What follows belongs to an exercise in optimizing a design on an open flow for small area, a short achievable clock period and few clock cycles per item; a production flow would make more cautious choices. At most, simulation tests tie the RTL to the original design; equivalence was not proved. Function not checked in runs 4 and 5: the RTL went through the layout flow alone. Power figures rest on the tool's default switching activity, not on a simulated workload.

`flow/run.sh`:
```
#!/bin/bash
# The standard layout, except that the input and output ports are buffered with
# buf_1 cells (resizable later) instead of the delay buffer buffer_ports picks.
set -euo pipefail
export BUFFER_PORTS_ARGS="-buffer_cell sky130_fd_sc_hd__buf_1"
bash standard.sh > standard_flow.log 2>&1
```
`standard.sh`:
```
#!/bin/bash
# synth_recipe.tcl (not shown) runs the flow's synth.tcl, then flattens the netlist and writes it again
# the make line also repeats each setting of config.mk as NAME=value (left out here)
make -C /OpenROAD-flow-scripts/flow DESIGN_CONFIG=/design/flow/config.mk WORK_HOME=/design/flow/orfs CLKGATE_MAP_FILE= SYNTH_SCRIPT=/design/flow/synth_recipe.tcl "${@:-finish}"
```
`config.mk`:
```
export PLATFORM = sky130hd
export DESIGN_NAME = SequentialNonrestoringDivider128Bit
export DESIGN_NICKNAME = SequentialNonrestoringDivider128Bit
export VERILOG_FILES = /design/flow/design.v
export SDC_FILE = /design/flow/constraint.sdc
export NUM_CORES = 4
export LEC_CHECK = 0
export CAP_MARGIN = 0
export CORE_MARGIN = 2
export CORE_UTILIZATION = 60
export CTS_BUF_LIST = sky130_fd_sc_hd__clkbuf_8
export SETUP_SLACK_MARGIN = 2.0
export SLEW_MARGIN = 0
```
`constraint.sdc`:
```
create_clock -name core_clock -period 5.5 [get_ports {clk}]
set_input_delay 1.1000 -clock core_clock [delete_from_list [all_inputs] [get_ports {clk}]]
set_output_delay 1.1000 -clock core_clock [all_outputs]
set_load 0.01 [all_outputs]
```
`design.v`:
```
`timescale 1ns / 1ps
module SequentialNonrestoringDivider128Bit(
    input  [127:0] dividend_q,
    input  [127:0] divisor_m,
    input          clk,
    input          reset_n,
    output [127:0] quotient,
    output [127:0] remainder,
    output         done
    );
    reg [127:0] r;       
    reg [127:0] q;       
    reg [7:0]   cnt;     
    reg         skip;    
    wire [15:0] nz;
    wire [15:0] hi;
    genvar k;
    generate
        for (k = 0; k < 16; k = k + 1) begin : g_nz
            assign nz[k] = |divisor_m[8*k+7:8*k];
        end
        for (k = 0; k < 16; k = k + 1) begin : g_hi
            if (k == 15) begin : g_top
                assign hi[k] = 1'b0;
            end else begin : g_or
                assign hi[k] = |nz[15:k+1];
            end
        end
    endgenerate
    wire [127:0] a  = {r[126:0], q[127]};
    wire [127:0] g0 = a & ~divisor_m;
    wire [127:0] p0 = a | ~divisor_m;
    wire [127:0] x0 = a ^ ~divisor_m;
    wire [127:0] gl [0:7];
    wire [127:0] pl [0:7];
    assign gl[0] = {g0[127:1], g0[0] | p0[0]};   
    assign pl[0] = p0;
    genvar l, i;
    generate
        for (l = 0; l < 7; l = l + 1) begin : g_lvl
            for (i = 0; i < 128; i = i + 1) begin : g_bit
                if ((i >> l) & 1) begin : g_node
                    assign gl[l+1][i] = gl[l][i] | (pl[l][i] & gl[l][((i >> l) << l) - 1]);
                    assign pl[l+1][i] = pl[l][i] & pl[l][((i >> l) << l) - 1];
                end else begin : g_pass
                    assign gl[l+1][i] = gl[l][i];
                    assign pl[l+1][i] = pl[l][i];
                end
            end
        end
    endgenerate
    wire [127:0] diff = x0 ^ {gl[7][126:0], 1'b1};
    wire         qbit = r[127] | gl[7][127];
    always @(posedge clk or negedge reset_n) begin
        if (!reset_n)
            cnt <= 8'd0;
        else if (!cnt[7])
            cnt <= skip ? cnt + 8'd8 : cnt + 8'd1;
    end
    wire         step  = reset_n & ~cnt[7] & ~skip;
    wire         take  = step & qbit;
    wire [127:0] r_alt = step      ? {r[126:0], q[127]} :
                         ~reset_n  ? 128'd0 :
                         cnt[7]    ? r : {r[119:0], q[127:120]};
    wire [127:0] r_nxt = take ? diff : r_alt;
    always @(posedge clk)
        r <= r_nxt;
    always @(posedge clk) begin
        if (!reset_n) begin
            q    <= dividend_q;
            skip <= |divisor_m[127:8];
        end else if (!cnt[7]) begin
            if (skip) begin
                q    <= {q[119:0], 8'd0};
                skip <= hi[cnt[6:3] + 4'd1];
            end else begin
                q    <= {q[126:0], qbit};
                skip <= 1'b0;
            end
        end
    end
    assign done      = cnt[7];
    assign quotient  = q;
    assign remainder = r;
endmodule
```
==> results of run 1 <==
[timing repair]
action	in CTS	in global routing
buffers inserted	26	14
gates resized for setup	84	80
endpoints found under the setup margin	129	129
pin swaps	31	50
cloned	12	5
[power groups by stage]
stage / logic, mW / registers, mW / clock network, mW
finish: 7.02 / 4.07 / 1.91
global route: 7.59 / 4.13 / 1.99
CTS: 6.48 / 4.04 / 1.92
detailed placement: 5.95 / 4.07 / 0
global placement: 5.82 / 4.05 / 0
floorplan: 3.95 / 4.03 / 0
[cells by family (layout without fill, tap and decap cells)]
| kind of cell | count (synthesis) | in the layout |
|---|---|---|
| xor+xnor | 117 | 117 |
| fa+ha+maj | 262 | 262 |
| other cells | 0 | 6 |
| compound gates | 681 | 682 |
| mux | 127 | 127 |
| simple gates | 518 | 523 |
| buf+inv | 462 | 1019 |
| flops | 265 | 265 |
[final cells by class]
type	instances	area, um^2
multi-input cells	1711	12800
fillers	2760	9190
flip-flops and latches	265	7920
repair buffers	592	2980
inverters	345	1290
clock buffers	49	674
well taps	461	577
clock inverters	33	235
diodes	6	15.0
[state kept, by name, summed over array words and instances (netlist names), named ones only]
name  cells
cnt       6
q       128
r       128
skip      1
[per-stage QoR]
step / util (%) / setup slack, ns / cells / total power [mW] / area (um^2)
2_1_floorplan: - / 1.03 / 2432 / 7.97 / 21900
3_3_place_gp: 67.8 / 0.279 / 3317 / 9.88 / 24200
3_5_place_dp: 67.8 / 0.0703 / 3317 / 10.0 / 24200
4_1_cts: 72.7 / 1.39 / 3437 / 12.4 / 25900
5_1_grt: 74.2 / 1.17 / 3462 / 13.7 / 26500
6_report: 74.2 / 1.24 / 3462 / 13.0 / 26500
[per-layer routing]
metal | vias to the layer above | share of wire [%]
li1 | 9670 | -
met1 | 10027 | 35
met2 | 1196 | 47
met3 | 314 | 9.9
met4 | 4 | 7.6
met5 | - | 0.036
[worst max-delay path, stage by stage]
cell and delay [ns]:
buf_1 0.09, ha_2 0.18, fa_2 0.37, nor2_4 0.17, o311ai_4 0.11, a311oi_2 0.36
a211oi_2 0.15, o21a_2 0.27, or3_4 0.39, a21oi_4 0.23, o211ai_4 0.15, o21ai_4 0.23
a21oi_4 0.14, nor2_4 0.17, buf_6 0.12, buf_12 0.13, buf_12 0.12, clkbuf_16 0.13
a221oi_2 0.05
[synth_stat cells, drive strengths merged (5+ instances only)]
library cell,count
nand3,9
fa,7
buf,22
inv,345
mux2i,126
or2,5
ha,255
a211oi,12
a21o,5
a31oi,20
nand4,5
o21bai,26
dfrtp,8
nor4b,5
and2,5
nand2,140
o41ai,6
nor3b,9
xnor2,54
a21boi,8
edfxtp,257
clkbuf,95
nor3,34
o211ai,71
or3,11
nor2,217
xor2,63
a21oi,216
nor4,39
o31ai,15
nor2b,11
nand2b,10
o21ai,231
a311oi,6
or4,11
a221oi,39
[path summary, 6_finish.rpt]
kind / start / slack, ns / cells after the start / to
setup / recovery: divisor_m[0] / 1.24 / 19 / r[21]$_DFFE_PP_
hold / removal: cnt[0]$_DFFE_PN0N_ / 0.52 / 1 / cnt[0]$_DFFE_PN0N_
setup reg to reg: q[127]$_DFFE_PP_ / 1.29 / 19 / r[21]$_DFFE_PP_
hold reg to reg: cnt[0]$_DFFE_PN0N_ / 0.52 / 1 / cnt[0]$_DFFE_PN0N_
max in group asynchronous: reset_n / 3.70 / 2 / cnt[6]$_DFFE_PN0N_
min in group asynchronous: reset_n / 0.54 / 1 / cnt[4]$_DFFE_PN0N_
[layout by cell type (no fill, tap or decap), types with 63 or more instances in the layout]
master / count
o211ai_1: 70
nand2_1: 135
ha_1: 251
a21oi_1: 211
edfxtp_1: 257
inv_1: 359
nor2_1: 212
mux2i_1: 126
xor2_1: 63
o21ai_0: 167
buf_1: 511
==> results.sh, run 1 <==
export IMPL_status="no timing/DRC/antenna violations"
export IMPL_drv_slew=0
export IMPL_nets=3484
export IMPL_worst_pin_slew_ns=1.07
export IMPL_cts_max_path_buffers=3
export IMPL_synthSimpleGateAreaFrac_pct=10.8
export IMPL_p_leak_nw=11.2
export IMPL_fin_crit_sh_pct=77.5
export IMPL_fin_setup_tns_ns=0
export IMPL_coreArea_mm2=0.0357
export IMPL_drt_iter0_drc=2103
export IMPL_p_comb_share_pct=54.0
export IMPL_grt_pass1_wl_um=116000
export IMPL_die_h_um=194
export IMPL_cts_tree="built"
export IMPL_grt_ovfl_total=0
export IMPL_synth_area_per_cell_um2=8.95
export IMPL_p_sw_mw=6.10
export IMPL_clock_fmax_mhz=235
export IMPL_relSlewSlack_pct=28.2
export IMPL_cp_max_fo=6
export IMPL_cts_hold_buf=0
export IMPL_hpwl_um=55400
export IMPL_clk_pin_slew_ns=0.06
export IMPL_synth_top_family_by_area="compound AO/OA/AOI/OAI gates"
export IMPL_route_detailed_vias_per_inst=6.13
export IMPL_io_pins=515
export IMPL_synth_fp_nets=2952
export IMPL_wl_per_cell_um=22.8
export IMPL_powerDensity_mw_per_mm2=491
export IMPL_synth_xor_area_share_pct=4.71
export IMPL_p_int_mw=6.90
export IMPL_synth_seq_cells=265
export IMPL_gp_congestion=1.00
export IMPL_swShare_pct=46.9
export IMPL_grt_pass1_vias=20443
export IMPL_setup_viol=0
export IMPL_final_hold_viol_count=0
export IMPL_end_kind="flop"
export IMPL_io_buffers=514
export IMPL_pwr_share_clk_pct=14.7
export IMPL_busiest_layer="met2"
export IMPL_area_growth_pct=21.5
export IMPL_row_count=69
export IMPL_insertion_delay_ns=0.67
export IMPL_fin_crit_ns=4.26
export IMPL_hold_path_class="reg2reg"
export IMPL_htreeDepth=2
export IMPL_netlist_area_mm2=0.0218
export IMPL_cp_arrival_ns=4.67
export IMPL_synthArstFlopShare_pct=3.02
export IMPL_ys_warn_count=1
export IMPL_remaining_drc_errors=0
export IMPL_start_util_pct=61.1
export IMPL_use_met2_pct=65.1
export IMPL_power_frac_seq_pct=31.3
export IMPL_dr_total_vias=21211
export IMPL_clock_sinks=265
export IMPL_grt_use_met3_pct=9.25
export IMPL_grt_setup_unrepaired="true"
export IMPL_ant_nets=0
export IMPL_drv_cap=0
export IMPL_globalRouteMet1Util_pct=46.5
export IMPL_skew_ns=0.0321
export IMPL_synth_compound_area_share_pct=18.8
export IMPL_synth_adder_area_share_pct=15.3
export IMPL_netlist_area_leader_share_pct=35.4
export IMPL_grt_total_usage_pct=39.5
export IMPL_grt_max_degree=130
export IMPL_ys_top_cells_by_area="edfxtp_1 35%, ha_1 15%, inv_1 5.9%"
export IMPL_numCtsBuffers=49
export IMPL_wl_um=78800
export IMPL_die_x_um=194
export IMPL_antenna_found_initial=10
export IMPL_drive_gt1_share_pct=8.31
export IMPL_synth_edf_count=257
export IMPL_synth_area_leader_cell="edfxtp_1"
export IMPL_path_class="in2reg"
export IMPL_drt_pass1_iter_count=6
export IMPL_ctsRootBufferMaster="clkbuf_8"
export IMPL_start_kind="input pin"
export IMPL_synthMuxAreaShare_pct=5.90
export IMPL_crit_required_ns=5.90
export IMPL_synthFlopType="edfxtp_1"
export IMPL_peakVddDrop_v=0.000273
export IMPL_ys_types=69
export IMPL_synth_seq_area_share_pct=36.4
export IMPL_postSynthCellCount=2432
export IMPL_whs_ns=0.520
export IMPL_die_area_mm2=0.0378
Testbench counts, summed over its fixed seeds: cycles 29,684, items 384.
==> inputs of run 2 (changes only) <==
--- a/config.mk
+++ b/config.mk
@@ -6,8 +6,8 @@
 export NUM_CORES = 4
 export LEC_CHECK = 0
-export CAP_MARGIN = 0
+export CAP_MARGIN = 20
 export CORE_MARGIN = 2
 export CORE_UTILIZATION = 60
 export CTS_BUF_LIST = sky130_fd_sc_hd__clkbuf_8
-export SETUP_SLACK_MARGIN = 2.0
-export SLEW_MARGIN = 0
+export SETUP_SLACK_MARGIN = 1.0
+export SLEW_MARGIN = 20
==> results.sh, run 2 <==
export IMPL_fill_cells=2930
export IMPL_synth_edf_count=257
export IMPL_peakVddDrop_v=0.000266
export IMPL_grt_total_usage_pct=37.9
export IMPL_place_ws_ns=0.122
export IMPL_route_detailed_vias_per_inst=5.99
export IMPL_worst_pin_slew_ns=1.13
export IMPL_wl_um=74500
export IMPL_synth_area_leader_cell="edfxtp_1"
export IMPL_drv_slew=0
export IMPL_slowest_delay_ns=0.57
export IMPL_postSynthCellCount=2432
export IMPL_path_class="in2reg"
export IMPL_clk_pin_slew_ns=0.06
export IMPL_remaining_drc_errors=0
export IMPL_relSlewSlack_pct=24.1
export IMPL_post_synth_most_frequent_cells="345 x inv_1, 257 x edfxtp_1, 255 x ha_1, 216 x nor2_1, 214 x a21oi_1"
export IMPL_grt_max_degree=193
export IMPL_skew_ns=0.0407
export IMPL_yosysMostFrequentCell="inv_1"
export IMPL_numCtsBuffers=48
export IMPL_ys_warn_count=1
export IMPL_stdcell_count=3425
export IMPL_die_h_um=194
export IMPL_clock_sinks=265
export IMPL_fin_setup_tns_ns=0
export IMPL_drt_pass1_iter_count=8
export IMPL_regArea_mm2=0.00792
export IMPL_grt_pass1_vias=19799
export IMPL_row_count=69
export IMPL_coreArea_mm2=0.0357
export IMPL_start_kind="input pin"
export IMPL_synth_area_per_cell_um2=8.95
export IMPL_end_kind="flop"
export IMPL_area_growth_pct=16.4
export IMPL_status="no timing/DRC/antenna violations"
export IMPL_io_pins=515
export IMPL_cp_arrival_ns=4.76
export IMPL_cts_tree="built"
export IMPL_drv_cap=0
export IMPL_final_cell_mix="513 x buf_1, 367 x inv_1, 257 x edfxtp_1, 253 x ha_1, 213 x a21oi_1"
export IMPL_ys_top_cells_by_area="edfxtp_1 35%, ha_1 15%, inv_1 5.9%"
export IMPL_p_leak_nw=10.7
export IMPL_synth_seq_area_share_pct=36.4
export IMPL_netlist_area_mm2=0.0218
export IMPL_crit_buf_inv=3
export IMPL_final_common_cell="buf_1"
export IMPL_hold_path_class="reg2reg"
export IMPL_hpwl_um=55200
export IMPL_gp_congestion=1.02
export IMPL_grt_setup_unrepaired="true"
export IMPL_ant_nets=0
export IMPL_clock_fmax_mhz=227
export IMPL_htreeDepth=2
export IMPL_ctsRootBufferMaster="clkbuf_8"
export IMPL_fin_crit_ns=4.40
export IMPL_r2r_setup_slack_ns=1.13
export IMPL_wl_per_cell_um=21.8
export IMPL_cp_slowest_cell="or4b_4"
export IMPL_reg_top3="q x128, r x128, cnt x6"
export IMPL_crit_required_ns=5.85
export IMPL_dp_cells=3317
export IMPL_multi_input_area_mm2=0.0123
export IMPL_final_hold_viol_count=0
export IMPL_die_area_mm2=0.0378
export IMPL_synth_fp_nets=2952
export IMPL_path_cells="buf_1 -> ha_1 -> or4_4 -> or4b_4 -> nor2_4 -> nand2b_1 -> o221a_1 -> o211a_2 -> a21oi_4 -> o211ai_4 -> o21ai_4 -> a21oi_4 -> buf_4 -> nor2_4 -> buf_12 -> a221oi_1"
export IMPL_powerDensity_mw_per_mm2=475
export IMPL_fin_crit_sh_pct=80.1
export IMPL_synth_seq_cells=265
export IMPL_netlist_area_leader_share_pct=35.4
export IMPL_drt_iter0_drc=1658
export IMPL_io_buffers=514
export IMPL_setup_ws_ns=1.10
export IMPL_dr_total_vias=20502
export IMPL_antenna_found_initial=5
export IMPL_nets=3444
export IMPL_cp_max_fo=35
export IMPL_ys_types=69
export IMPL_cts_max_path_buffers=3
export IMPL_insertion_delay_ns=0.61
export IMPL_cp_top_family="simple AND/OR/NAND/NOR gates"
export IMPL_die_x_um=194
export IMPL_setup_viol=0
export IMPL_drive_gt1_share_pct=4.56
export IMPL_synthFlopType="edfxtp_1"
export IMPL_grt_ovfl_total=0
export IMPL_start_util_pct=61.1
export IMPL_synthArstFlopShare_pct=3.02
export IMPL_grt_pass1_wl_um=112000
==> run 2: cell counts after synthesis <==
Identical to the previous run, type by type.
==> run 2: worst paths after layout <==
check | startpoint | end | cells after the start
worst max-delay path | divisor_m[38] | r[0]$_DFFE_PP_ | 16
max in group asynchronous | reset_n | cnt[7]$_DFF_PN0_ | 2
worst max register to register | r[35]$_DFFE_PP_ | r[0]$_DFFE_PP_ | 16
worst min register to register | cnt[0]$_DFFE_PN0N_ | cnt[0]$_DFFE_PN0N_ | 1
min in group asynchronous | reset_n | cnt[0]$_DFFE_PN0N_ | 2
worst min-delay path | cnt[0]$_DFFE_PN0N_ | cnt[0]$_DFFE_PN0N_ | 1
==> run 2: area by class of cell <==
type / instances / share of cell area [%]
multi-input cells: 1706 / 48.4
diodes: 4 / 0.0395
inverters: 345 / 5.11
repair buffers: 558 / 9.61
well taps: 461 / 2.28
flip-flops and latches: 265 / 31.2
clock buffers: 48 / 2.61
clock inverters: 38 / 0.751
==> run 2: logic make-up after synthesis <==
group	count (synthesis)	synth area share, %
fa+ha+maj	262	15.3
xor+xnor	117	4.71
mux	127	5.90
compound gates	681	18.8
buf+inv	462	8.09
simple gates	518	10.8
flops	265	36.4
==> run 2: what timing repair did <==
item,CTS,global route
gates resized for setup,4,12
setup endpoints to repair,124,115
cloned,1,3
pin swaps,2,6
hold buffers,0,0
buffers inserted,2,11
==> run 2: routing by layer <==
metal | GRT usage, % | up-vias | wire length, um
li1 | - | 9585 | -
met1 | 45.3 | 9649 | 27400
met2 | 64.9 | 1042 | 36100
met3 | 7.34 | 224 | 6670
met4 | 19.8 | 2 | 4310
met5 | 0 | - | 13
==> run 2: stage by stage <==
| stage | total power, mW | area (um^2) | hold slack [ns] | utilization (%) |
|---|---|---|---|---|
| 2_1_floorplan | 7.97 | 21800 | 0.473 | - |
| 3_3_place_gp | 9.85 | 24200 | 0.488 | 67.8 |
| 3_5_place_dp | 10.0 | 24200 | 0.496 | 67.9 |
| 4_1_cts | 11.8 | 25100 | 0.503 | 70.4 |
| 5_1_grt | 12.8 | 25300 | 0.531 | 71.0 |
| 6_report | 12.0 | 25300 | 0.503 | 71.1 |
==> run 2: power by group <==
group	switching, mW	leakage, nW	total, mW	internal (mW)
Combinational	3.83	7.47	6.20	2.36
Clock	0.899	0.516	1.76	0.863
Sequential	0.903	2.72	4.08	3.18
Total	5.64	10.7	12.0	6.41
==> inputs of run 3 (changes only) <==
--- a/config.mk
+++ b/config.mk
@@ -10,4 +10,4 @@
 export CORE_UTILIZATION = 60
 export CTS_BUF_LIST = sky130_fd_sc_hd__clkbuf_8
-export SETUP_SLACK_MARGIN = 1.0
+export SETUP_SLACK_MARGIN = 2.0
 export SLEW_MARGIN = 20
==> results.sh, run 3 <==
export IMPL_synth_seq_cells=265
export IMPL_synthMuxAreaShare_pct=5.90
export IMPL_route_met2_wl_um=36800
export IMPL_grt_setup_unrepaired="true"
export IMPL_grt_total_usage_pct=39.5
export IMPL_wl_per_cell_um=22.8
export IMPL_synth_area_per_cell_um2=8.95
export IMPL_rr_startpoint="q[127]$_DFFE_PP_"
export IMPL_dr_total_vias=21231
export IMPL_coreArea_mm2=0.0357
export IMPL_drt_iter0_drc=2082
export IMPL_post_synth_most_frequent_cells="345 x inv_1, 257 x edfxtp_1, 255 x ha_1, 216 x nor2_1, 214 x a21oi_1"
export IMPL_synth_area_leader_cell="edfxtp_1"
export IMPL_cp_max_fo=5
export IMPL_die_h_um=194
export IMPL_worst_pin_slew_ns=1.04
export IMPL_start_util_pct=61.1
export IMPL_antenna_found_initial=10
export IMPL_final_cell_mix="510 x buf_1, 359 x inv_1, 257 x edfxtp_1, 249 x ha_1, 212 x nor2_1"
export IMPL_drive_gt1_share_pct=8.69
export IMPL_clock_fmax_mhz=235
export IMPL_grt_pass1_wl_um=116000
export IMPL_dp_cells=3317
export IMPL_synth_seq_area_share_pct=36.4
export IMPL_hold_path_class="reg2reg"
export IMPL_io_buffers=514
export IMPL_synth_adder_area_share_pct=15.3
export IMPL_yosysMostFrequentCell="inv_1"
export IMPL_fin_crit_sh_pct=77.3
export IMPL_htreeDepth=2
export IMPL_hpwl_um=55400
export IMPL_die_area_mm2=0.0378
export IMPL_ctsRootBufferMaster="clkbuf_8"
export IMPL_dr_wl_met3_um=7850
export IMPL_route_detailed_vias_per_inst=6.14
export IMPL_drv_slew=0
export IMPL_grt_pass1_vias=20443
export IMPL_reg_top3="q x128, r x128, cnt x6"
export IMPL_row_count=69
export IMPL_wl_um=78700
export IMPL_drv_cap=0
export IMPL_powerDensity_mw_per_mm2=490
export IMPL_peakVddDrop_v=0.000274
export IMPL_nets=3481
export IMPL_relSlewSlack_pct=30.0
export IMPL_final_hold_viol_count=0
export IMPL_hp_start="cnt[0]$_DFFE_PN0N_"
export IMPL_synth_edf_count=257
export IMPL_synthArstFlopShare_pct=3.02
export IMPL_clock_sinks=265
export IMPL_insertion_delay_ns=0.67
export IMPL_stdcell_count=3459
export IMPL_clk_pin_slew_ns=0.06
export IMPL_synth_xor_area_share_pct=4.71
export IMPL_fin_setup_tns_ns=0
export IMPL_path_class="in2reg"
export IMPL_cts_hold_buf=0
export IMPL_numCtsBuffers=49
export IMPL_area_growth_pct=21.6
export IMPL_drt_pass1_iter_count=8
export IMPL_ys_top_cells_by_area="edfxtp_1 35%, ha_1 15%, inv_1 5.9%"
export IMPL_ant_nets=0
export IMPL_cp_arrival_ns=4.66
export IMPL_netlist_area_mm2=0.0218
export IMPL_crit_required_ns=5.90
export IMPL_start_kind="input pin"
export IMPL_die_x_um=194
export IMPL_gp_congestion=1.00
export IMPL_fin_crit_ns=4.25
export IMPL_setup_worst_path_start="divisor_m[0]"
export IMPL_status="no timing/DRC/antenna violations"
export IMPL_postSynthCellCount=2432
export IMPL_cts_tree="built"
export IMPL_netlist_area_leader_share_pct=35.4
export IMPL_top_layer_used="met5"
export IMPL_final_common_cell="buf_1"
export IMPL_p_leak_nw=11.2
export IMPL_grt_ovfl_total=0
export IMPL_synthSimpleGateAreaFrac_pct=10.8
export IMPL_synthFlopType="edfxtp_1"
export IMPL_cts_max_path_buffers=3
export IMPL_setup_viol=0
export IMPL_synth_top_family_by_area="compound AO/OA/AOI/OAI gates"
export IMPL_grt_max_degree=130
export IMPL_io_pins=515
export IMPL_wl_met1_um=28100
export IMPL_remaining_drc_errors=0
export IMPL_ys_types=69
export IMPL_synth_compound_area_share_pct=18.8
export IMPL_end_kind="flop"
export IMPL_ys_warn_count=1
export IMPL_skew_ns=0.0362
export IMPL_synth_fp_nets=2952
## run 3: cell counts after synthesis
Identical to the previous run, type by type.
## run 3: timing repair
action | CTS | global route
pin swaps | 31 | 46
setup buffers | 26 | 10
endpoints found under the setup margin | 129 | 129
gates cloned | 12 | 5
endpoints found under the hold margin | 0 | 0
gates resized for setup | 84 | 95
## run 3: worst paths after layout
| kind | to | slack (ns) | depth (start not counted) |
|---|---|---|---|
| setup reg to reg | r[21]$_DFFE_PP_ | 1.30 | 19 |
| max in group asynchronous | cnt[7]$_DFF_PN0_ | 3.70 | 2 |
| hold reg to reg | cnt[0]$_DFFE_PN0N_ | 0.52 | 1 |
| hold / removal | cnt[0]$_DFFE_PN0N_ | 0.52 | 1 |
| setup / recovery | r[21]$_DFFE_PP_ | 1.25 | 19 |
| min in group asynchronous | cnt[4]$_DFFE_PN0N_ | 0.54 | 1 |
## run 3: through the flow
| step | total power, mW | util (%) | instance area, um^2 | hold slack (ns) | setup slack, ns |
|---|---|---|---|---|---|
| finish | 13.0 | 74.3 | 26500 | 0.522 | 1.25 |
| CTS | 12.4 | 72.7 | 25900 | 0.522 | 1.39 |
| global placement | 9.88 | 67.8 | 24200 | 0.490 | 0.279 |
| global route | 13.7 | 74.3 | 26500 | 0.535 | 1.18 |
| floorplan | 7.97 | - | 21900 | 0.473 | 1.03 |
| detailed placement | 10.0 | 67.8 | 24200 | 0.509 | 0.0703 |
## run 3: power by group
part | internal, mW | switching [mW]
registers | 3.18 | 0.887
logic | 2.73 | 4.28
clock network | 0.969 | 0.941
total | 6.88 | 6.10
## run 3: metal layers
metal | up-vias | track usage [%]
li1 | 9685 | -
met1 | 10019 | 46.5
met2 | 1219 | 65.1
met3 | 304 | 9.25
met4 | 4 | 25.6
met5 | - | 0
## run 3: worst max-delay path, cell delays in order
cell and delay [ns]:
buf_1 0.09, ha_2 0.18, fa_2 0.37, nor2_4 0.17, o311ai_4 0.11, a311oi_2 0.36
a211oi_2 0.15, o21a_2 0.28, or3_4 0.39, a21oi_4 0.23, o211ai_4 0.13, o21ai_4 0.23
a21oi_4 0.14, nor2_4 0.17, buf_6 0.12, buf_12 0.13, buf_12 0.12, clkbuf_16 0.13
a221oi_2 0.05
## run 3: cell type report
class / count / area, um^2
Sequential cell: 265 / 7920
Multi-Input combinational cell: 1712 / 12800
Timing Repair Buffer: 588 / 2940
Clock inverter: 33 / 235
Tap cell: 461 / 577
Inverter: 345 / 1290
Clock buffer: 49 / 674
Antenna cell: 6 / 15.0
Fill cell: 2749 / 9170
## run 3: kinds of logic after synthesis
| group | Yosys count |
|---|---|
| AO/OA/AOI/OAI | 681 |
| flip-flops | 265 |
| buffers and inverters | 462 |
| multiplexers | 127 |
| AND/OR/NAND/NOR | 518 |
| XOR/XNOR | 117 |
| adder cells (fa/ha/maj) | 262 |
==> inputs of run 4 (changes only) <==
--- a/design.v
+++ b/design.v
@@ -13,4 +13,5 @@
     reg [7:0]   cnt;     
     reg         skip;    
+    reg [127:0] d;       
     wire [15:0] nz;
     wire [15:0] hi;
@@ -18,5 +19,5 @@
     generate
         for (k = 0; k < 16; k = k + 1) begin : g_nz
-            assign nz[k] = |divisor_m[8*k+7:8*k];
+            assign nz[k] = |d[8*k+7:8*k];
         end
         for (k = 0; k < 16; k = k + 1) begin : g_hi
@@ -29,7 +30,7 @@
     endgenerate
     wire [127:0] a  = {r[126:0], q[127]};
-    wire [127:0] g0 = a & ~divisor_m;
-    wire [127:0] p0 = a | ~divisor_m;
-    wire [127:0] x0 = a ^ ~divisor_m;
+    wire [127:0] g0 = a & ~d;
+    wire [127:0] p0 = a | ~d;
+    wire [127:0] x0 = a ^ ~d;
     wire [127:0] gl [0:7];
     wire [127:0] pl [0:7];
@@ -58,4 +59,6 @@
             cnt <= skip ? cnt + 8'd8 : cnt + 8'd1;
     end
+    always @(posedge clk)
+        d <= divisor_m;
     wire         step  = reset_n & ~cnt[7] & ~skip;
     wire         take  = step & qbit;
==> results.sh, run 4 <==
export IMPL_skew_ns=0.0380
export IMPL_clock_fmax_mhz=244
export IMPL_cp_max_fo=7
export IMPL_setup_worst_path_start="r[53]$_DFFE_PP_"
export IMPL_synth_seq_area_share_pct=42.7
export IMPL_io_pins=515
export IMPL_cts_tree="built"
export IMPL_final_hold_viol_count=0
export IMPL_grt_max_degree=240
export IMPL_clk_pin_slew_ns=0.07
export IMPL_synthFlopType="edfxtp_1"
export IMPL_start_kind="flop"
export IMPL_row_count=74
export IMPL_r2r_setup_slack_ns=1.41
export IMPL_remaining_drc_errors=0
export IMPL_ant_nets=0
export IMPL_multi_input_area_mm2=0.0148
export IMPL_path_cells="inv_1 -> ha_2 -> nor2_1 -> a221oi_1 -> nor2_1 -> a211oi_4 -> o21ai_0 -> o21ai_2 -> nand3_4 -> nand3_4 -> buf_12 -> buf_12 -> nand2_8 -> buf_6 -> buf_6 -> buf_8 -> buf_12 -> nor3_4 -> a21oi_2 -> o22ai_1"
export IMPL_coreArea_mm2=0.0406
export IMPL_grt_ovfl_total=0
export IMPL_netlist_area_mm2=0.0245
export IMPL_wl_per_cell_um=24.6
export IMPL_placed_area_mm2=0.0270
export IMPL_ys_top_cells_by_area="edfxtp_1 31%, ha_1 13%, dfxtp_1 10%"
export IMPL_yosysMostFrequentCell="inv_1"
export IMPL_end_kind="flop"
export IMPL_setup_viol=0
export IMPL_crit_top_cell="buf_12"
export IMPL_crit_buf_inv=7
export IMPL_fill_cells=2462
export IMPL_cp_top_family="compound AO/OA/AOI/OAI gates"
export IMPL_crit_required_ns=6.01
export IMPL_r2r_end="r[103]$_DFFE_PP_"
export IMPL_synth_xor_area_share_pct=4.10
export IMPL_grt_pass1_wl_um=130000
export IMPL_rr_startpoint="r[53]$_DFFE_PP_"
export IMPL_die_h_um=206
export IMPL_synthArstFlopShare_pct=2.04
export IMPL_fin_area_mm2=0.0331
export IMPL_synth_area_leader_cell="edfxtp_1"
export IMPL_status="no timing/DRC/antenna violations"
export IMPL_gp_congestion=0.941
export IMPL_wl_um=94400
export IMPL_final_cell_mix="513 x buf_1, 348 x inv_1, 257 x edfxtp_1, 239 x ha_1"
export IMPL_hold_path_class="in2async"
export IMPL_synth_fp_nets=3085
export IMPL_final_common_cell="buf_1"
export IMPL_dr_total_vias=24126
export IMPL_worst_pin_slew_ns=1.11
export IMPL_antenna_found_initial=3
export IMPL_powerDensity_mw_per_mm2=555
export IMPL_cts_hold_buf=0
export IMPL_relSlewSlack_pct=25.9
export IMPL_synth_compound_area_share_pct=15.9
export IMPL_ctsRootBufferMaster="clkbuf_8"
export IMPL_slowest_delay_ns=0.50
export IMPL_postSynthCellCount=2565
export IMPL_synth_area_per_cell_um2=9.57
export IMPL_regArea_mm2=0.0105
export IMPL_die_area_mm2=0.0425
export IMPL_drt_iter0_drc=2613
export IMPL_die_x_um=206
export IMPL_netlist_area_leader_share_pct=31.4
export IMPL_hpwl_um=58900
export IMPL_fin_crit_sh_pct=74.4
export IMPL_fin_setup_tns_ns=0
export IMPL_cp_slowest_cell="a221oi_1"
export IMPL_drt_pass1_iter_count=8
export IMPL_insertion_delay_ns=0.68
export IMPL_cts_max_path_buffers=3
export IMPL_drv_cap=0
export IMPL_drive_gt1_share_pct=20.7
export IMPL_setup_ws_ns=1.41
export IMPL_fin_crit_ns=4.09
export IMPL_grt_pass1_vias=22452
export IMPL_drv_slew=0
export IMPL_route_detailed_vias_per_inst=6.28
export IMPL_start_util_pct=60.4
export IMPL_reg_top3="d x128, q x128, r x128"
export IMPL_synth_edf_count=257
export IMPL_ys_warn_count=1
export IMPL_post_synth_most_frequent_cells="330 x inv_1, 279 x a21oi_1, 257 x edfxtp_1, 255 x ha_1, 253 x nor2_1"
export IMPL_p_leak_nw=13.8
export IMPL_place_ws_ns=0.955
export IMPL_ys_types=76
export IMPL_synth_top_family_by_area="compound AO/OA/AOI/OAI gates"
export IMPL_synth_seq_cells=393
export IMPL_numCtsBuffers=70
export IMPL_path_class="reg2reg"
export IMPL_peakVddDrop_v=0.000295
export IMPL_grt_total_usage_pct=40.5
export IMPL_cp_arrival_ns=4.60
export IMPL_nets=3773
export IMPL_io_buffers=514
export IMPL_grt_setup_unrepaired="true"
export IMPL_htreeDepth=3
export IMPL_area_growth_pct=34.9
export IMPL_synthSimpleGateAreaFrac_pct=11.7
export IMPL_clock_sinks=393
export IMPL_r2r_cells=20
export IMPL_whs_ns=0.489
export IMPL_synth_adder_area_share_pct=13.6
export IMPL_synthMuxAreaShare_pct=5.14
## run 4: cell type report
class                   instances  share of cell area, %
multi-input cells            1735                   44.8
flip-flops and latches        393                   31.7
repair buffers                722                   13.7
inverters                     331                   3.76
clock buffers                  81                   3.37
well taps                     532                   2.01
clock inverters                47                  0.711
diodes                          2                 0.0151
## run 4: power breakdown
part / switching [mW] / total (mW) / leakage [nW] / internal (mW)
clock network: 1.32 / 2.72 / 0.780 / 1.40
registers: 0.986 / 5.12 / 3.80 / 4.13
logic: 5.95 / 10.5 / 9.26 / 4.57
## run 4: how the worst max path moves through the flow
| stage | slack [ns] | cells after the start | endpoint |
|---|---|---|---|
| floorplan | 1.57 | 4 | q[0]$_DFFE_PP_ |
| global placement | 1.06 | 16 | r[20]$_DFFE_PP_ |
| detailed placement | 0.96 | 16 | r[20]$_DFFE_PP_ |
| CTS | 1.61 | 15 | r[47]$_DFFE_PP_ |
| global route | 1.08 | 19 | r[104]$_DFFE_PP_ |
| finish | 1.41 | 20 | r[103]$_DFFE_PP_ |
## run 4: kinds of logic (layout without fill, tap and decap cells)
kind of cell | count (synthesis) | after routing
other | 0 | 2
DFF | 393 | 393
xor gates and xnor gates | 115 | 115
buffers and inverters | 447 | 1181
adders and majority gates | 262 | 262
and+or+nand+nor | 618 | 628
AOI/OAI and AO/OA | 604 | 604
muxes | 126 | 126
## run 4: metrics by stage
stage / cells / utilization (%) / total power [mW]
final: 3843 / 81.4 / 18.4
after global routing: 3842 / 81.4 / 19.1
after CTS: 3767 / 77.0 / 16.5
after detailed placement: 3516 / 66.5 / 11.3
after global placement: 3516 / 66.5 / 11.2
after floorplan: 2565 / - / 9.14
## run 4: per-layer routing
layer | wire [um] | track usage (%)
met1 | 33000 | 48.8
met3 | 9640 | 9.08
met4 | 7980 | 25.7
met2 | 43700 | 65.8
met5 | 28 | 0
## run 4: timing repair
action / in CTS / in global routing
pin swaps: 187 / 128
endpoints found under the setup margin: 129 / 129
gates resized for setup: 346 / 218
gates cloned: 28 / 3
buffers inserted: 95 / 70
## run 4: worst register-to-register path, stage by stage (launching register included)
cell      delay [ns]
edfxtp_1        0.48
inv_1           0.18
ha_2            0.28
nor2_1          0.09
a221oi_1        0.50
nor2_1          0.15
a211oi_4        0.24
o21ai_0         0.19
o21ai_2         0.36
nand3_4         0.16
nand3_4         0.12
buf_12          0.11
buf_12          0.10
nand2_8         0.07
buf_6           0.12
buf_6           0.10
buf_8           0.12
buf_12          0.15
nor3_4          0.18
a21oi_2         0.06
o22ai_1         0.18
==> inputs of run 5 (changes only) <==
--- a/design.v
+++ b/design.v
@@ -13,5 +13,4 @@
     reg [7:0]   cnt;     
     reg         skip;    
-    reg [127:0] d;       
     wire [15:0] nz;
     wire [15:0] hi;
@@ -19,5 +18,5 @@
     generate
         for (k = 0; k < 16; k = k + 1) begin : g_nz
-            assign nz[k] = |d[8*k+7:8*k];
+            assign nz[k] = |divisor_m[8*k+7:8*k];
         end
         for (k = 0; k < 16; k = k + 1) begin : g_hi
@@ -30,7 +29,7 @@
     endgenerate
     wire [127:0] a  = {r[126:0], q[127]};
-    wire [127:0] g0 = a & ~d;
-    wire [127:0] p0 = a | ~d;
-    wire [127:0] x0 = a ^ ~d;
+    wire [127:0] g0 = a & ~divisor_m;
+    wire [127:0] p0 = a | ~divisor_m;
+    wire [127:0] x0 = a ^ ~divisor_m;
     wire [127:0] gl [0:7];
     wire [127:0] pl [0:7];
@@ -59,11 +58,11 @@
             cnt <= skip ? cnt + 8'd8 : cnt + 8'd1;
     end
-    always @(posedge clk)
-        d <= divisor_m;
     wire         step  = reset_n & ~cnt[7] & ~skip;
+    wire         shift = reset_n & ~cnt[7] & skip;
+    wire         hold  = reset_n & cnt[7];
     wire         take  = step & qbit;
-    wire [127:0] r_alt = step      ? {r[126:0], q[127]} :
-                         ~reset_n  ? 128'd0 :
-                         cnt[7]    ? r : {r[119:0], q[127:120]};
+    wire [127:0] r_alt = ({128{step}}  & {r[126:0], q[127]}) |
+                         ({128{shift}} & {r[119:0], q[127:120]}) |
+                         ({128{hold}}  & r);
     wire [127:0] r_nxt = take ? diff : r_alt;
     always @(posedge clk)
==> results.sh, run 5 <==
export IMPL_p_leak_nw=11.5
export IMPL_netlist_area_leader_share_pct=17.2
export IMPL_grt_max_degree=148
export IMPL_crit_required_ns=6.00
export IMPL_r2r_setup_slack_ns=1.40
export IMPL_ctsRootBufferMaster="clkbuf_8"
export IMPL_grt_pass1_wl_um=118000
export IMPL_setup_viol=0
export IMPL_status="no timing/DRC/antenna violations"
export IMPL_peakVddDrop_v=0.000309
export IMPL_fin_area_mm2=0.0273
export IMPL_r2r_cells=16
export IMPL_numCtsBuffers=48
export IMPL_drt_iter0_drc=1832
export IMPL_final_hold_viol_count=0
export IMPL_crit_top_cell="buf_6"
export IMPL_wl_per_cell_um=21.2
export IMPL_ys_types=83
export IMPL_drive_gt1_share_pct=7.95
export IMPL_p_sw_mw=3.53
export IMPL_wl_um=78900
export IMPL_slowest_delay_ns=0.43
export IMPL_antenna_found_initial=11
export IMPL_fill_cells=2950
export IMPL_r2r_end="r[71]$_DFF_P_"
export IMPL_worst_pin_slew_ns=1.11
export IMPL_die_h_um=198
export IMPL_clock_sinks=265
export IMPL_multi_input_area_mm2=0.0145
export IMPL_p_comb_share_pct=38.4
export IMPL_post_synth_most_frequent_cells="343 x inv_1, 277 x nor2_1, 265 x a21oi_1, 255 x ha_1, 239 x mux2i_1"
export IMPL_total_power_mw=8.45
export IMPL_cts_max_path_buffers=3
export IMPL_area_growth_pct=21.6
export IMPL_clk_pin_slew_ns=0.06
export IMPL_yosysMostFrequentCell="inv_1"
export IMPL_synthFlopType="edfxtp_1"
export IMPL_start_util_pct=61.1
export IMPL_stdcell_count=3726
export IMPL_hp_start="cnt[0]$_DFFE_PN0N_"
export IMPL_regArea_mm2=0.00664
export IMPL_ant_nets=0
export IMPL_cp_max_fo=4
export IMPL_path_cells="buf_6 -> ha_4 -> fa_2 -> o21ba_4 -> or4_4 -> o2111ai_2 -> nand4b_1 -> a2111oi_4 -> buf_4 -> o21ai_4 -> buf_6 -> a21o_4 -> o31a_1 -> o31ai_4 -> nand3_1 -> a41o_1"
export IMPL_die_area_mm2=0.0390
export IMPL_cp_slowest_cell="or4_4"
export IMPL_swShare_pct=41.8
export IMPL_cp_arrival_ns=4.70
export IMPL_synth_edf_count=129
export IMPL_io_buffers=514
export IMPL_io_pins=515
export IMPL_synthArstFlopShare_pct=3.02
export IMPL_whs_path_depth=1
export IMPL_grt_pass1_vias=21533
export IMPL_drv_slew=0
export IMPL_rr_startpoint="q[127]$_DFFE_PP_"
export IMPL_p_int_mw=4.92
export IMPL_htreeDepth=2
export IMPL_pwr_share_clk_pct=23.5
export IMPL_use_met2_pct=65.4
export IMPL_final_util_pct=74.3
export IMPL_fin_crit_ns=4.21
export IMPL_nets=3729
export IMPL_whs_ns=0.500
export IMPL_setup_ws_ns=1.29
export IMPL_postSynthCellCount=2689
export IMPL_globalRouteMet1Util_pct=45.6
export IMPL_insertion_delay_ns=0.63
export IMPL_power_frac_seq_pct=38.0
export IMPL_relSlewSlack_pct=26.1
export IMPL_hpwl_um=54900
export IMPL_synth_seq_cells=265
export IMPL_ys_warn_count=1
export IMPL_path_class="in2reg"
export IMPL_route_detailed_vias_per_inst=6.05
export IMPL_skew_ns=0.0373
export IMPL_netlist_area_mm2=0.0225
export IMPL_busiest_layer="met2"
export IMPL_grt_use_met3_pct=7.51
export IMPL_synth_area_per_cell_um2=8.36
export IMPL_drt_pass1_iter_count=7
export IMPL_clock_fmax_mhz=238
export IMPL_fin_setup_tns_ns=0
export IMPL_placed_area_mm2=0.0249
export IMPL_place_ws_ns=0.324
export IMPL_ys_top_cells_by_area="edfxtp_1 17%, ha_1 14%, dfxtp_1 11%"
export IMPL_powerDensity_mw_per_mm2=309
export IMPL_drv_cap=0
export IMPL_remaining_drc_errors=0
export IMPL_grt_total_usage_pct=38.3
export IMPL_row_count=70
export IMPL_grt_setup_unrepaired="true"
export IMPL_grt_ovfl_total=0
export IMPL_dr_total_vias=22540
export IMPL_synth_area_leader_cell="edfxtp_1"
export IMPL_start_kind="input pin"
export IMPL_die_x_um=198
export IMPL_final_cell_mix="511 x buf_1, 361 x inv_1, 277 x nor2_1, 263 x a21oi_1, 254 x ha_1"
export IMPL_fin_crit_sh_pct=76.5
export IMPL_coreArea_mm2=0.0368
export IMPL_end_kind="flop"
export IMPL_reg_top3="q x128, r x128, cnt x6"
export IMPL_synth_fp_nets=3209
export IMPL_synth_seq_area_share_pct=29.5
export IMPL_hold_path_class="reg2reg"
export IMPL_cts_tree="built"
export IMPL_final_common_cell="buf_1"
export IMPL_gp_congestion=0.969
export IMPL_holdPathEnd="cnt[0]$_DFFE_PN0N_"
export IMPL_dp_cells=3562
## run 5: worst max path at each step
stage,startpoint,endpoint,slack [ns],depth (start not counted)
2_1_floorplan,divisor_m[0],r[112]$_DFF_P_,1.15,16
3_3_place_gp,divisor_m[0],r[70]$_DFF_P_,0.42,15
3_5_place_dp,divisor_m[0],r[70]$_DFF_P_,0.32,15
4_1_cts,divisor_m[0],r[117]$_DFF_P_,1.28,17
5_1_grt,divisor_m[0],r[72]$_DFF_P_,1.21,19
6_report,divisor_m[0],r[71]$_DFF_P_,1.29,16
## run 5: metal layers
metal | vias up | share of wire [%]
li1 | 10550 | -
met1 | 10634 | 38
met2 | 1081 | 48
met3 | 271 | 8.8
met4 | 4 | 5.6
met5 | - | 0.034
## run 5: worst max-delay path: cells and delay by family
family / cells / cell delay [ns]
AOI/OAI and AO/OA: 8 / 1.88
and+or+nand+nor: 3 / 0.80
adders and majority gates: 2 / 0.49
buffers and inverters: 3 / 0.45
## run 5: power groups by stage
stage | combinational (mW) | clock [mW] | sequential, mW
CTS | 3.18 | 1.99 | 3.19
global placement | 3.03 | 0 | 3.22
finish | 3.25 | 1.99 | 3.21
detailed placement | 3.09 | 0 | 3.23
global route | 3.53 | 2.08 | 3.25
floorplan | 2.15 | 0 | 3.08
## run 5: what timing repair did
item                                    in CTS  in global routing
hold buffers                                 0                  0
gates resized for setup                     75                 35
pin swaps                                   28                 10
gates cloned                                16                  9
setup buffers                               31                  8
endpoints found under the setup margin     130                130
## run 5: area by class of cell
| type | count | share of cell area (%) |
|---|---|---|
| multi-input combinational | 1952 | 53.2 |
| sequential | 265 | 24.3 |
| timing repair buffer | 598 | 11.9 |
| inverter | 344 | 4.73 |
| clock buffer | 53 | 2.67 |
| tap | 468 | 2.14 |
| clock inverter | 34 | 0.911 |
| antenna | 12 | 0.110 |
## run 5: cell families after synthesis
kind of cell / after synthesis / synth area share (%)
DFF: 265 / 29.5
adders and majority gates: 262 / 14.8
xor gates and xnor gates: 100 / 3.90
and+or+nand+nor: 668 / 13.7
buffers and inverters: 476 / 8.35
muxes: 240 / 10.7
AOI/OAI and AO/OA: 678 / 19.0
==> inputs of run 6 (changes only) <==
--- a/design.v
+++ b/design.v
@@ -34,5 +34,5 @@
     wire [127:0] gl [0:7];
     wire [127:0] pl [0:7];
-    assign gl[0] = {g0[127:1], g0[0] | p0[0]};   
+    assign gl[0] = {g0[127:1], a[0] | ~divisor_m[0]};      
     assign pl[0] = p0;
     genvar l, i;
@@ -50,5 +50,5 @@
         end
     endgenerate
-    wire [127:0] diff = x0 ^ {gl[7][126:0], 1'b1};
+    wire [127:0] diff = {x0[127:1] ^ gl[7][126:0], a[0] ^ divisor_m[0]};
     wire         qbit = r[127] | gl[7][127];
     always @(posedge clk or negedge reset_n) begin
--- a/config.mk
+++ b/config.mk
@@ -10,4 +10,4 @@
 export CORE_UTILIZATION = 60
 export CTS_BUF_LIST = sky130_fd_sc_hd__clkbuf_8
-export SETUP_SLACK_MARGIN = 2.0
+export SETUP_SLACK_MARGIN = 3.0
 export SLEW_MARGIN = 20
==> results.sh, run 6 <==
export IMPL_cp_max_fo=8
export IMPL_grt_ovfl_total=0
export IMPL_final_util_pct=74.2
export IMPL_drv_slew=0
export IMPL_synthFlopType="edfxtp_1"
export IMPL_final_cell_mix="488 x buf_1, 371 x mux2i_1, 340 x inv_1, 276 x nand2_1, 249 x ha_1"
export IMPL_clock_fmax_mhz=257
export IMPL_powerDensity_mw_per_mm2=270
export IMPL_fin_area_mm2=0.0273
export IMPL_fin_crit_sh_pct=70.7
export IMPL_fin_setup_tns_ns=0
export IMPL_end_kind="flop"
export IMPL_final_common_cell="buf_1"
export IMPL_wl_per_cell_um=21.0
export IMPL_drt_iter0_drc=1502
export IMPL_p_comb_share_pct=32.9
export IMPL_drt_pass1_iter_count=6
export IMPL_ys_types=93
export IMPL_synth_fp_nets=3113
export IMPL_netlist_area_mm2=0.0225
export IMPL_pwr_share_clk_pct=28.1
export IMPL_coreArea_mm2=0.0368
export IMPL_peakVddDrop_v=0.000245
export IMPL_insertion_delay_ns=0.65
export IMPL_synth_seq_cells=265
export IMPL_crit_required_ns=6.05
export IMPL_worst_pin_slew_ns=1.07
export IMPL_row_count=70
export IMPL_yosysMostFrequentCell="mux2i_1"
export IMPL_skew_ns=0.0340
export IMPL_relSlewSlack_pct=28.4
export IMPL_postSynthCellCount=2593
export IMPL_netlist_area_leader_share_pct=17.2
export IMPL_path_class="reg2reg"
export IMPL_die_area_mm2=0.0390
export IMPL_p_leak_nw=11.4
export IMPL_r2r_setup_slack_ns=1.61
export IMPL_synth_area_leader_cell="edfxtp_1"
export IMPL_post_synth_most_frequent_cells="372 x mux2i_1, 327 x inv_1, 278 x nand2_1, 255 x ha_1, 211 x nor2_1"
export IMPL_start_util_pct=61.1
export IMPL_setup_viol=0
export IMPL_clk_pin_slew_ns=0.06
export IMPL_clock_sinks=265
export IMPL_power_frac_seq_pct=38.9
export IMPL_fin_crit_ns=3.89
export IMPL_cts_hold_buf=0
export IMPL_rr_startpoint="r[20]$_DFF_P_"
export IMPL_ctsRootBufferMaster="clkbuf_8"
export IMPL_remaining_drc_errors=0
export IMPL_nets=3656
export IMPL_antenna_found_initial=12
export IMPL_die_h_um=198
export IMPL_p_int_mw=4.51
export IMPL_cts_tree="built"
export IMPL_hold_path_class="in2async"
export IMPL_route_detailed_vias_per_inst=5.77
export IMPL_cp_arrival_ns=4.44
export IMPL_reg_top3="q x128, r x128, cnt x6"
export IMPL_grt_pass1_wl_um=115000
export IMPL_swShare_pct=38.8
export IMPL_synth_seq_area_share_pct=29.5
export IMPL_grt_total_usage_pct=37.9
export IMPL_r2r_cells=17
export IMPL_numCtsBuffers=49
export IMPL_drive_gt1_share_pct=10.2
export IMPL_die_x_um=198
export IMPL_grt_max_degree=177
export IMPL_area_growth_pct=21.4
export IMPL_start_kind="flop"
export IMPL_dp_cells=3475
export IMPL_hpwl_um=54100
export IMPL_r2r_end="r[17]$_DFF_P_"
export IMPL_ant_nets=0
export IMPL_io_pins=515
export IMPL_drv_cap=0
export IMPL_synthArstFlopShare_pct=3.02
export IMPL_grt_setup_unrepaired="true"
export IMPL_p_sw_mw=2.86
export IMPL_wl_um=76900
export IMPL_htreeDepth=2
export IMPL_io_buffers=514
export IMPL_stdcell_count=3655
export IMPL_placed_area_mm2=0.0246
export IMPL_gp_congestion=0.973
export IMPL_dr_total_vias=21084
export IMPL_ys_warn_count=1
export IMPL_ys_top_cells_by_area="edfxtp_1 17%, mux2i_1 17%, ha_1 14%"
export IMPL_final_hold_viol_count=0
export IMPL_synth_edf_count=129
export IMPL_status="no timing/DRC/antenna violations"
export IMPL_grt_pass1_vias=20503
export IMPL_cts_max_path_buffers=3
export IMPL_setup_worst_path_start="r[20]$_DFF_P_"
export IMPL_synth_area_per_cell_um2=8.67
## run 6: changes by cell type after synthesis, moves of 18 or more
cell	change
a2111oi_0	-19
a211oi_1	-18
a21oi_1	-55
mux2i_1	+133
nand2_1	+129
nand3_1	-60
nor2_1	-66
o21ai_0	+33
o21ai_1	-26
o31ai_1	-57
xnor2_1	-19
xor2_1	+39
## run 6: what timing repair did
action | 4_1_cts | 5_1_grt
endpoints found under the setup margin | 261 | 370
setup buffers | 46 | 17
gates resized for setup | 109 | 60
gates cloned | 13 | 2
pin swaps | 26 | 24
## run 6: kinds of logic after synthesis
logic type / synth area share [%]
multiplexers: 16.8
adder cells (fa/ha/maj): 14.8
AO/OA/AOI/OAI: 13.7
flip-flops: 29.5
XOR/XNOR: 4.68
buffers and inverters: 8.42
AND/OR/NAND/NOR: 12.1
## run 6: per-layer routing
metal  track usage, %  part of all wire, %  up-vias
li1                 -                    -     9991
met1             45.2                   39    10002
met2             64.3                   48      865
met3             8.67                  7.3      222
met4             18.9                  5.4        4
met5                0                0.035        -
## run 6: area by class of cell
class	count	area, um^2
clock inverters	32	238
clock buffers	60	826
inverters	333	1250
well taps	468	586
multi-input cells	1880	14400
diodes	10	25.0
repair buffers	607	3300
flip-flops and latches	265	6660
fillers	2823	9490
## run 6: how the worst max path moves through the flow
stage	to	slack [ns]
2_1_floorplan	r[112]$_DFF_P_	1.26
3_3_place_gp	r[28]$_DFF_P_	0.54
3_5_place_dp	r[17]$_DFF_P_	0.47
4_1_cts	r[59]$_DFF_P_	1.75
5_1_grt	r[33]$_DFF_P_	1.50
6_report	r[17]$_DFF_P_	1.61
## run 6: stage by stage
stage,setup WS (ns),hold WS [ns],power [mW]
6_report,1.61,0.458,7.38
5_1_grt,1.50,0.466,7.70
4_1_cts,1.75,0.515,7.31
3_5_place_dp,0.469,0.504,5.15
3_3_place_gp,0.543,0.493,5.11
2_1_floorplan,1.26,0.469,4.36
## run 6: power groups by stage
stage / clock network (mW) / logic, mW / registers, mW
6_report: 2.08 / 2.43 / 2.87
5_1_grt: 2.17 / 2.62 / 2.90
4_1_cts: 2.09 / 2.36 / 2.86
3_5_place_dp: 0 / 2.22 / 2.93
3_3_place_gp: 0 / 2.18 / 2.93
2_1_floorplan: 0 / 1.47 / 2.88
## run 6: worst max-delay path, stage by stage, from the launching register on
cell	delay [ns]
dfxtp_1	0.54
inv_1	0.09
ha_1	0.23
or4_4	0.56
nor3_4	0.27
a211oi_1	0.14
o21ai_2	0.23
o21ai_4	0.12
o21ai_4	0.28
a21oi_4	0.11
o22ai_4	0.15
a31oi_4	0.13
a21boi_4	0.20
buf_6	0.12
buf_12	0.15
buf_12	0.12
buf_16	0.13
mux2i_1	0.23
Testbench counts of run 6, summed over its fixed seeds: cycles 29,684, items 384.
==> inputs of run 7 (changes only) <==
--- a/config.mk
+++ b/config.mk
@@ -10,4 +10,4 @@
 export CORE_UTILIZATION = 60
 export CTS_BUF_LIST = sky130_fd_sc_hd__clkbuf_8
-export SETUP_SLACK_MARGIN = 3.0
+export SETUP_SLACK_MARGIN = 2.0
 export SLEW_MARGIN = 20
==> results.sh, run 7 <==
export IMPL_place_ws_ns=0.390
export IMPL_wl_per_cell_um=20.8
export IMPL_ctsRootBufferMaster="clkbuf_8"
export IMPL_htreeDepth=2
export IMPL_final_cell_mix="508 x buf_1, 371 x mux2i_1, 344 x inv_1, 276 x nand2_1, 251 x ha_1"
export IMPL_start_util_pct=61.1
export IMPL_io_pins=515
export IMPL_hold_path_class="in2async"
export IMPL_rr_startpoint="r[21]$_DFF_P_"
export IMPL_remaining_drc_errors=0
export IMPL_ys_types=93
export IMPL_grt_pass1_vias=20280
export IMPL_gp_congestion=0.976
export IMPL_drive_gt1_share_pct=8.04
export IMPL_grt_ovfl_total=0
export IMPL_r2r_setup_slack_ns=1.64
export IMPL_reg_top3="q x128, r x128, cnt x6"
export IMPL_setup_ws_ns=1.62
export IMPL_stdcell_count=3635
export IMPL_clk_pin_slew_ns=0.06
export IMPL_ys_top_cells_by_area="edfxtp_1 17%, mux2i_1 17%, ha_1 14%"
export IMPL_postSynthCellCount=2593
export IMPL_final_common_cell="buf_1"
export IMPL_start_kind="input pin"
export IMPL_coreArea_mm2=0.0368
export IMPL_route_detailed_vias_per_inst=5.82
export IMPL_cts_max_path_buffers=3
export IMPL_setup_viol=0
export IMPL_area_growth_pct=19.3
export IMPL_synth_seq_area_share_pct=29.5
export IMPL_cp_max_fo=8
export IMPL_cts_tree="built"
export IMPL_skew_ns=0.0390
export IMPL_fin_crit_ns=3.88
export IMPL_p_leak_nw=11.2
export IMPL_netlist_area_mm2=0.0225
export IMPL_relSlewSlack_pct=30.5
export IMPL_post_synth_most_frequent_cells="372 x mux2i_1, 327 x inv_1, 278 x nand2_1, 255 x ha_1, 211 x nor2_1"
export IMPL_synth_seq_cells=265
export IMPL_die_x_um=198
export IMPL_synthFlopType="edfxtp_1"
export IMPL_drv_cap=0
export IMPL_antenna_found_initial=11
export IMPL_synth_edf_count=129
export IMPL_synth_area_per_cell_um2=8.67
export IMPL_grt_total_usage_pct=37.1
export IMPL_crit_required_ns=6.05
export IMPL_synth_fp_nets=3113
export IMPL_drv_slew=0
export IMPL_r2r_cells=16
export IMPL_final_hold_viol_count=0
export IMPL_total_power_mw=7.16
export IMPL_row_count=70
export IMPL_powerDensity_mw_per_mm2=267
export IMPL_yosysMostFrequentCell="mux2i_1"
export IMPL_status="no timing/DRC/antenna violations"
export IMPL_end_kind="flop"
export IMPL_cp_arrival_ns=4.43
export IMPL_drt_pass1_iter_count=5
export IMPL_nets=3640
export IMPL_numCtsBuffers=50
export IMPL_whs_ns=0.526
export IMPL_grt_max_degree=190
export IMPL_fin_setup_tns_ns=0
export IMPL_netlist_area_leader_share_pct=17.2
export IMPL_grt_pass1_wl_um=113000
export IMPL_synthArstFlopShare_pct=3.02
export IMPL_fin_crit_sh_pct=70.5
export IMPL_io_buffers=514
export IMPL_ys_warn_count=1
export IMPL_hpwl_um=53700
export IMPL_insertion_delay_ns=0.67
export IMPL_synth_area_leader_cell="edfxtp_1"
export IMPL_path_class="in2reg"
export IMPL_die_area_mm2=0.0390
export IMPL_drt_iter0_drc=1385
export IMPL_clock_fmax_mhz=258
export IMPL_placed_area_mm2=0.0246
export IMPL_r2r_end="r[51]$_DFF_P_"
export IMPL_peakVddDrop_v=0.000279
export IMPL_final_util_pct=72.9
export IMPL_grt_setup_unrepaired="true"
export IMPL_worst_pin_slew_ns=1.04
export IMPL_fin_area_mm2=0.0268
export IMPL_dp_cells=3472
export IMPL_cts_hold_buf=0
export IMPL_ant_nets=0
export IMPL_dr_total_vias=21138
export IMPL_wl_um=75700
export IMPL_clock_sinks=265
export IMPL_die_h_um=198
## run 7: layout make-up
cell class                 count  area [um^2]
antenna                        8         20.0
clock buffer                  56          771
clock inverter                35          200
inverter                     333         1250
tap                          468          586
timing repair buffer         590         3020
multi-input combinational   1880        14300
sequential                   265         6640
fill                        3014         9980
## run 7: where the power goes
group | internal [mW] | switching (mW) | total [mW]
Combinational | 0.820 | 1.48 | 2.30
Sequential | 2.51 | 0.387 | 2.90
Clock | 0.992 | 0.969 | 1.96
## run 7: worst max-delay path by stage
stage                     slack [ns]     startpoint        endpoint  cells after the start
final                           1.62   divisor_m[0]   r[51]$_DFF_P_                     18
after global routing            1.47   divisor_m[5]  r[100]$_DFF_P_                     18
after CTS                       1.73   divisor_m[0]   r[51]$_DFF_P_                     18
after detailed placement        0.39  divisor_m[32]    r[2]$_DFF_P_                     16
after global placement          0.46   divisor_m[0]  r[113]$_DFF_P_                     16
after floorplan                 1.26   divisor_m[0]  r[112]$_DFF_P_                     15
## run 7: cell families (layout without fill, tap and decap cells)
family          count (synthesis)  in the layout  share of synthesized area, %
simple gates                  623            623                          12.1
compound gates                499            499                          13.7
buf+inv                       448           1014                          8.42
mux                           376            376                          16.8
flops                         265            265                          29.5
fa+ha+maj                     262            262                          14.8
xor+xnor                      120            120                          4.68
other cells                     0              8                             0
## run 7: metal layers
| layer | routed length [um] | global-route usage (%) |
|---|---|---|
| met3 | 5550 | 6.98 |
| met2 | 36800 | 62.8 |
| met5 | 44 | 0 |
| met1 | 29300 | 44.6 |
| met4 | 3960 | 19.9 |
## run 7: timing repair
action,in CTS,in global routing
gates resized for setup,68,33
setup buffers,38,12
endpoints found under the setup margin,129,129
pin swaps,35,11
gates cloned,10,4
## run 7: critical path: stages
cell	delay, ns
buf_6	0.10
ha_4	0.15
fa_2	0.38
nor2_4	0.13
o21ai_4	0.07
a311oi_2	0.32
a2111o_1	0.23
and4_4	0.25
o21ai_4	0.09
o21ai_4	0.29
a21oi_4	0.10
o22ai_4	0.16
a31oi_4	0.15
a21boi_4	0.21
buf_12	0.15
buf_12	0.15
buf_16	0.16
mux2i_1	0.22
==> inputs of run 8 (changes only) <==
--- a/config.mk
+++ b/config.mk
@@ -8,5 +8,5 @@
 export CAP_MARGIN = 20
 export CORE_MARGIN = 2
-export CORE_UTILIZATION = 60
+export CORE_UTILIZATION = 70
 export CTS_BUF_LIST = sky130_fd_sc_hd__clkbuf_8
 export SETUP_SLACK_MARGIN = 2.0
==> results.sh, run 8 <==
export IMPL_die_h_um=183
export IMPL_clock_sinks=265
export IMPL_final_util_pct=84.3
export IMPL_synthArstFlopShare_pct=3.02
export IMPL_wl_um=76100
export IMPL_clk_pin_slew_ns=0.07
export IMPL_fin_crit_ns=4.04
export IMPL_ctsRootBufferMaster="clkbuf_8"
export IMPL_crit_required_ns=6.00
export IMPL_cp_max_fo=6
export IMPL_htreeDepth=2
export IMPL_ys_top_cells_by_area="edfxtp_1 17%, mux2i_1 17%, ha_1 14%"
export IMPL_synth_fp_nets=3113
export IMPL_multi_input_area_mm2=0.0144
export IMPL_dr_total_vias=21842
export IMPL_whs_ns=0.524
export IMPL_wl_per_cell_um=21.3
export IMPL_drive_gt1_share_pct=8.21
export IMPL_end_kind="flop"
export IMPL_die_x_um=183
export IMPL_route_detailed_vias_per_inst=6.12
export IMPL_ant_nets=0
export IMPL_die_area_mm2=0.0336
export IMPL_final_hold_viol_count=0
export IMPL_area_growth_pct=18.3
export IMPL_p_leak_nw=11.2
export IMPL_clock_fmax_mhz=248
export IMPL_netlist_area_leader_share_pct=17.2
export IMPL_total_power_mw=7.08
export IMPL_whs_path_depth=1
export IMPL_final_cell_mix="503 x buf_1, 372 x mux2i_1, 353 x inv_1, 276 x nand2_1, 242 x ha_1"
export IMPL_fin_setup_tns_ns=0
export IMPL_placed_area_mm2=0.0245
export IMPL_synth_area_per_cell_um2=8.67
export IMPL_grt_setup_unrepaired="true"
export IMPL_powerDensity_mw_per_mm2=266
export IMPL_yosysMostFrequentCell="mux2i_1"
export IMPL_cts_hold_buf=0
export IMPL_cts_max_path_buffers=3
export IMPL_numCtsBuffers=48
export IMPL_antenna_found_initial=12
export IMPL_cts_tree="built"
export IMPL_hpwl_um=53700
export IMPL_ys_warn_count=1
export IMPL_drv_slew=0
export IMPL_setup_ws_ns=1.46
export IMPL_drt_pass1_iter_count=5
export IMPL_insertion_delay_ns=0.61
export IMPL_grt_pass1_wl_um=113000
export IMPL_start_util_pct=71.2
export IMPL_io_buffers=514
export IMPL_status="no timing/DRC/antenna violations"
export IMPL_post_synth_most_frequent_cells="372 x mux2i_1, 327 x inv_1, 278 x nand2_1, 255 x ha_1, 211 x nor2_1"
export IMPL_cp_arrival_ns=4.54
export IMPL_place_ws_ns=0.291
export IMPL_skew_ns=0.0309
export IMPL_row_count=65
export IMPL_hold_path_class="reg2reg"
export IMPL_netlist_area_mm2=0.0225
export IMPL_ys_types=93
export IMPL_nets=3636
export IMPL_peakVddDrop_v=0.000286
export IMPL_r2r_cells=17
export IMPL_grt_ovfl_total=0
export IMPL_start_kind="input pin"
export IMPL_synth_edf_count=129
export IMPL_coreArea_mm2=0.0316
export IMPL_remaining_drc_errors=0
export IMPL_path_class="in2reg"
export IMPL_fin_crit_sh_pct=73.4
export IMPL_synth_seq_area_share_pct=29.5
export IMPL_grt_max_degree=229
export IMPL_postSynthCellCount=2593
export IMPL_regArea_mm2=0.00664
export IMPL_gp_congestion=1.03
export IMPL_synth_area_leader_cell="edfxtp_1"
export IMPL_final_common_cell="buf_1"
export IMPL_grt_pass1_vias=21266
export IMPL_fin_area_mm2=0.0266
export IMPL_worst_pin_slew_ns=1.13
export IMPL_io_pins=515
export IMPL_synth_seq_cells=265
export IMPL_stdcell_count=3567
export IMPL_reg_top3="q x128, r x128, cnt x6"
export IMPL_relSlewSlack_pct=24.4
export IMPL_synthFlopType="edfxtp_1"
export IMPL_dp_cells=3409
export IMPL_grt_total_usage_pct=42.5
export IMPL_drv_cap=0
export IMPL_setup_viol=0
export IMPL_drt_iter0_drc=1902
export IMPL_fill_cells=1963
==> run 8: cell counts after synthesis <==
Identical to the previous run, type by type.
==> run 8: critical path, stage by stage <==
cell and delay (ns):
buf_8 0.11, ha_4 0.15, fa_2 0.38, nor2_4 0.13, o21ai_2 0.08, a311oi_2 0.33
a2111o_1 0.24, and4_4 0.25, o21ai_4 0.09, o21ai_4 0.28, a21oi_4 0.10, o22ai_4 0.16
a31oi_4 0.14, a21boi_4 0.20, buf_6 0.13, buf_6 0.11, buf_16 0.13, buf_8 0.14
mux2i_1 0.27
==> run 8: power breakdown <==
group	internal, mW	switching [mW]	leakage [nW]
clock network	0.908	0.906	0.567
logic	0.827	1.48	8.21
registers	2.51	0.450	2.39
==> run 8: final timing paths <==
check,startpoint,to,slack [ns]
worst max-delay path,divisor_m[0],r[126]$_DFF_P_,1.46
max in group asynchronous,reset_n,cnt[7]$_DFF_PN0_,3.70
worst min register to register,cnt[0]$_DFFE_PN0N_,cnt[0]$_DFFE_PN0N_,0.52
worst min-delay path,cnt[0]$_DFFE_PN0N_,cnt[0]$_DFFE_PN0N_,0.52
worst max register to register,r[29]$_DFF_P_,r[126]$_DFF_P_,1.58
min in group asynchronous,reset_n,asynchronous set/reset pin,0.71
==> run 8: final cells by class <==
type,count,share of cell area (%)
Clock inverter,33,0.616
Multi-Input combinational cell,1880,54.0
Clock buffer,54,2.79
Sequential cell,265,25.0
Antenna cell,12,0.113
Timing Repair Buffer,588,10.9
Tap cell,402,1.89
Inverter,333,4.70
==> run 8: logic make-up after synthesis <==
group / count (synthesis) / synth area share [%]
adders and majority gates: 262 / 14.8
AOI/OAI and AO/OA: 499 / 13.7
and+or+nand+nor: 623 / 12.1
xor gates and xnor gates: 120 / 4.68
buffers and inverters: 448 / 8.42
muxes: 376 / 16.8
DFF: 265 / 29.5
==> run 8: repair_timing <==
item / 4_1_cts / 5_1_grt
buffers inserted: 41 / 11
hold endpoints to repair: 0 / 0
gates cloned: 7 / 0
setup endpoints to repair: 129 / 129
resized for setup: 61 / 61
pin swaps: 30 / 21
==> run 8: routing by layer <==
metal	share of wire [%]	vias up	wire [um]	global-route usage, %
li1	-	9951	-	-
met1	36	10255	27100	48.8
met2	47	1287	35600	70.7
met3	9.4	347	7140	9.23
met4	8.2	2	6200	30.1
met5	0.012	-	9	0

[afterwards: timing with drivers on the ports]
The flow's constraints put no driver on any port. The routed layouts listed below were extracted and timed again, unchanged, in two steps.
Step 1: set_driving_cell puts a clkbuf_16 on clk and a buf_2 on each other input, an assumption about the parent block.
Step 2 moves the port delays by t, midway between the first and last clock arrival at a register: inputs arrive t later, outputs are due t later. That takes back most of the time a late clock gives input paths.
a / b / c = ideal / step 1 / step 2; a / b = the first two.
run	t (ns)	setup WS [ns]	hold WS [ns]	worst setup path at the end	clock arrival spread, ns
run 1	0.702	1.237 / 1.263 / 0.561	0.520 / 0.520 / 0.520	input to register	0.037 / 0.037
run 2	0.644	1.095 / 1.121 / 0.477	0.503 / 0.503 / 0.503	input to register	0.041 / 0.040
run 3	0.702	1.246 / 1.271 / 0.569	0.522 / 0.522 / 0.522	input to register	0.039 / 0.039
run 4	0.720	1.410 / 1.410 / 1.410	0.489 / 0.453 / 0.499	register to register	0.038 / 0.038
run 5	0.667	1.292 / 1.317 / 0.651	0.500 / 0.500 / 0.500	input to register	0.037 / 0.037
run 6	0.687	1.610 / 1.610 / 0.958	0.458 / 0.492 / 0.516	input to register	0.034 / 0.034
run 7	0.702	1.620 / 1.608 / 0.906	0.526 / 0.503 / 0.526	input to register	0.043 / 0.043
run 8	0.651	1.463 / 1.455 / 0.805	0.524 / 0.524 / 0.524	input to register	0.032 / 0.031
After both steps every run listed still meets setup and hold. For run 7, which loses most, drivers alone change the setup slack by -0.012 ns; drivers and shift together by -0.714 ns.
